Source: an optimization exercise on an open RTL-to-GDS flow (aim: small area). Production flows keep margins and buffers that such runs may drop. Where RTL was checked, it was by simulation tests only, not by an equivalence proof against the original. No activity file was given, so power comes from the tool's default toggle rates.

==> flow/design.v (excerpt) <==
module ALU (
input             clk               ,   
input             rst_n             ,   
input             dcd_req           ,   
input      [3:0]  dcd_opcode        ,   
input      [11:0] dcd_mem_addr      ,   
input      [2:0]  dcd_src_reg_1_addr,   
input      [2:0]  dcd_src_reg_2_addr,   
input      [2:0]  dcd_dst_reg_addr  ,   
input      [15:0] dcd_const         ,   
output reg        dcd_ack           ,   
input      [31:0] data_mem_rd_data  ,   
output reg        data_mem_cen      ,   
output            data_mem_rw       ,   
output     [11:0] data_mem_addr     ,   
output     [31:0] data_mem_rw_data  ,   
input      [15:0] reg_0_rd_data     ,   
input             reg_0_ack         ,   
output reg        reg_0_req         ,   
output            reg_0_rw          ,   
output reg [2:0]  reg_0_addr        ,   
input      [15:0] reg_1_rd_data     ,   
input             reg_1_ack         ,   
output reg        reg_1_req         ,   
output reg        reg_1_rw          ,   
output     [2:0]  reg_1_addr        ,   
output reg [15:0] reg_1_wr_data     ,   
output reg        pc_jump_req       ,   
output     [11:0] pc_jump_addr          
);
wire [3:0] op = dcd_opcode;
wire op_alu = op[2];                               
reg  [1:0] op_q;                                   
reg  dcd_req_delay;                                
reg  cen_delay;                                    
wire alu_start = dcd_req & ~dcd_req_delay;         
assign data_mem_addr    = dcd_mem_addr;
assign pc_jump_addr     = dcd_mem_addr;
assign data_mem_rw      = ~op[1];
assign data_mem_rw_data = {16'h0000, reg_1_wr_data};    
assign reg_0_rw         = 1'b1;
  ...
Size in the first run: roughly 29 flip-flops, ~2600 um2 of cells after synthesis.
export LEC_CHECK = 0
export CAP_MARGIN = 20
export CORE_MARGIN = 2
export CORE_UTILIZATION = 40
export SLEW_MARGIN = 20
create_clock -name core_clock -period 5.0 [get_ports {clk}]
standard.sh (not shown) runs the stock make flow with config.mk's settings and CLKGATE_MAP_FILE= SYNTH_SCRIPT=/design/flow/synth_recipe.tcl, a recipe that flattens the netlist after the stock synthesis.
==> flow/flow/run.sh <==
#!/bin/bash
# Standard ORFS layout with two changes: the smallest buffer (buf_1) for the
# port buffers, and an area-oriented ABC mapping script for synthesis.
set -euo pipefail
cp -r "$FLOW_HOME/scripts" ./orfs_scripts
cp flow/abc.script ./orfs_scripts/abc_speed.script
export SCRIPTS_DIR="$PWD/orfs_scripts"
export BUFFER_PORTS_ARGS="-buffer_cell sky130_fd_sc_hd__buf_1"
bash standard.sh > standard_flow.log 2>&1
==> flow/flow/abc.script <==
&get -n
&st
&dch
&nf
&st
&syn2
&if -g -K 6
&synch2
&nf
&st
&dch -f
&nf -R 1000
&st
&dch -f
&nf -R 1000
&put
Next try:
--- a/flow/flow/run.sh
+++ b/flow/flow/run.sh
@@ -7,3 +7,6 @@
 export SCRIPTS_DIR="$PWD/orfs_scripts"
 export BUFFER_PORTS_ARGS="-buffer_cell sky130_fd_sc_hd__buf_1"
+export REMOVE_ABC_BUFFERS=1
+export GPL_TIMING_DRIVEN=0
+export CTS_ARGS="-sink_clustering_enable -repair_clock_nets -dont_use_dummy_load"
 bash standard.sh > standard_flow.log 2>&1
Result: Setup slack is better by 21 ps; global-route usage is higher by 1.5 points; fmax went up slightly; sequential power stays flat; die area stays the same.
No functional check of the RTL was part of any run of this note.

* * *

## alpha
Another version of the RTL of ALU (not shown whole).
Size: about 300 cells after synthesis, roughly 28 flip-flops, ~200 I/O pins, roughly 2600 sq um of cells after synthesis.
clock: 5.0 ns
lec_check: 0
cap_margin: 20
core_margin: 2
core_utilization: 40
cts_cluster_diameter: 200
cts_cluster_size: 30
slew_margin: 20
==> flow/flow/run.sh <==
#!/bin/bash
# Standard ORFS layout with two changes: the smallest buffer (buf_1) for the
# port buffers, and an area-oriented ABC mapping script for synthesis.
set -euo pipefail
cp -r "$FLOW_HOME/scripts" ./orfs_scripts
cp flow/abc.script ./orfs_scripts/abc_speed.script
export SCRIPTS_DIR="$PWD/orfs_scripts"
export BUFFER_PORTS_ARGS="-buffer_cell sky130_fd_sc_hd__buf_1"
bash standard.sh > standard_flow.log 2>&1
Scripts as last shown in full above: flow/flow/abc.script
Both conditions hold for alpha: the flow ran to the end and the final layout passed the timing, design-rule and antenna checks.
Inputs modified between alpha and beta:
--- a/flow/flow/run.sh
+++ b/flow/flow/run.sh
@@ -8,2 +8,4 @@
 export BUFFER_PORTS_ARGS="-buffer_cell sky130_fd_sc_hd__buf_1"
+export REMOVE_ABC_BUFFERS=1
+export GPL_TIMING_DRIVEN=0
 bash standard.sh > standard_flow.log 2>&1
--- a/flow/config.mk
+++ b/flow/config.mk
@@ -10,4 +10,2 @@
 export CORE_UTILIZATION = 40
-export CTS_CLUSTER_DIAMETER = 200
-export CTS_CLUSTER_SIZE = 30
 export SLEW_MARGIN = 20
==> comparison <==
alpha leaves more setup margin than beta.
Taking alpha as the reference, in beta overall global routing resource usage went up by 2.8 points; detailed-route wire length went up by 9.2%; power drawn by the clock network went up by 29%; total vias in the final route went up by 41.
Final critical path time including I/O delays and setup (higher): beta
[inputs] gamma vs beta
--- a/flow/flow/run.sh
+++ b/flow/flow/run.sh
@@ -10,2 +10,4 @@
 export GPL_TIMING_DRIVEN=0
+export SKIP_REPAIR_TIE_FANOUT=1
+export CTS_ARGS="-sink_clustering_enable -repair_clock_nets -dont_use_dummy_load"
 bash standard.sh > standard_flow.log 2>&1
Notes after the runs:
Clock tree buffer count of the final layout came out exactly the same in gamma and beta. For the clock share of power, gamma came in 6.1 points lower than beta did. Total instance count after detailed placement: gamma lower than beta. Taking beta as the reference, in gamma routed wire length went down by 1.9%; number of gates on the worst path with buffers counted was more or less identical; area growth from synthesis to layout went down by 3.4 points.
Edits applied to the flow inputs when going from gamma to delta:
--- a/flow/flow/run.sh
+++ b/flow/flow/run.sh
@@ -8,6 +8,2 @@
 export BUFFER_PORTS_ARGS="-buffer_cell sky130_fd_sc_hd__buf_1"
-export REMOVE_ABC_BUFFERS=1
-export GPL_TIMING_DRIVEN=0
-export SKIP_REPAIR_TIE_FANOUT=1
-export CTS_ARGS="-sink_clustering_enable -repair_clock_nets -dont_use_dummy_load"
 bash standard.sh > standard_flow.log 2>&1
--- a/flow/config.mk
+++ b/flow/config.mk
@@ -9,3 +9,4 @@
 export CORE_MARGIN = 2
-export CORE_UTILIZATION = 40
+export CORE_UTILIZATION = 65
+export PLACE_DENSITY = 0.75
 export SLEW_MARGIN = 20
## What came out
- delta went all the way through the flow, and no timing, DRC or antenna check failed.
- Measured against each other, delta and gamma differ in routed length on met3, the higher figure coming from gamma.
- The utilization reported for delta is greater than that of gamma by 29 points.
- Setup slack of the most critical reg-to-reg path ended up 140 ps higher on delta than on gamma.
- | wire length after detailed routing | delta vs gamma | better |
- As far as maximum number of buffers from clock root to sink goes, delta and gamma are indistinguishable; the numbers are identical.
- In the tables for delta and gamma, met3 track utilization from global routing reads higher with gamma.
- | share of total power in the clock network | delta vs gamma | 5.7 points higher |
Input changes introduced in epsilon (baseline for comparison: delta):
--- a/flow/flow/run.sh
+++ b/flow/flow/run.sh
@@ -8,2 +8,5 @@
 export BUFFER_PORTS_ARGS="-buffer_cell sky130_fd_sc_hd__buf_1"
+export REMOVE_ABC_BUFFERS=1
+export GPL_TIMING_DRIVEN=0
+export CTS_ARGS="-sink_clustering_enable -repair_clock_nets -dont_use_dummy_load"
 bash standard.sh > standard_flow.log 2>&1
--- a/flow/config.mk
+++ b/flow/config.mk
@@ -9,4 +9,3 @@
 export CORE_MARGIN = 2
-export CORE_UTILIZATION = 65
-export PLACE_DENSITY = 0.75
+export CORE_UTILIZATION = 40
 export SLEW_MARGIN = 20
==> comparison <==
Across epsilon and delta, none had a timing, DRC or antenna violation. epsilon: total vias in the final route is about 1.6% lower than what delta reported. Measured against each other, epsilon and delta differ in via count of the first global-routing pass, the lower figure coming from delta. delta → epsilon: finished layout cell area decreased about 0.9%, power fell about 9%. When epsilon is measured against delta, its shortest period the worst path allows turns out 96 ps lower. delta → epsilon: buffer count excluding the clock tree in the final layout now smaller; net switching power now smaller. Sort epsilon and delta by relative contribution of the clock network to total power asc -> top: epsilon. epsilon against delta: core utilization saw a decrease, setup slack saw an increase.

-- separate check: timing with driven ports --
No port has a modelled driver above. Below, the same layouts with a new extraction and two added sets of constraints. Step 1, drivers: a clkbuf_16 drives clk and a buf_2 each remaining input, both assumed. Step 2 times the ports against the registers' clock, not the clock port: input delays grow and output delays shrink by t, the midpoint of the rising clock arrivals with the driver on. Three values: ideal ports, drivers, drivers and shift; two values: the first two.
run	t, ns	setup WS [ns]	worst hold slack (ns)	worst setup path at the end	cell pins on the clock port's net
the first run of note 1	0.315	0.187 / 0.188 / -0.127	0.427 / 0.427 / 0.427	input to register	1
the second run of note 1	0.303	0.208 / 0.210 / -0.093	0.421 / 0.421 / 0.421	input to register	1
alpha	0.300	0.371 / 0.377 / 0.077	0.441 / 0.441 / 0.441	input to register	1
beta	0.311	0.296 / 0.307 / -0.004	0.417 / 0.417 / 0.417	input to register	1
gamma	0.303	0.263 / 0.271 / -0.032	0.416 / 0.416 / 0.416	input to register	1
delta	0.309	0.190 / 0.197 / -0.112	0.423 / 0.423 / 0.423	input to register	1
epsilon	0.304	0.285 / 0.296 / -0.008	0.415 / 0.415 / 0.415	input to register	1
Met with ideal ports but missed after step 2: setup timing in 6 of these runs. For the first run of note 1, which loses most, drivers alone change the setup slack by +0.001 ns; drivers and shift together by -0.314 ns.
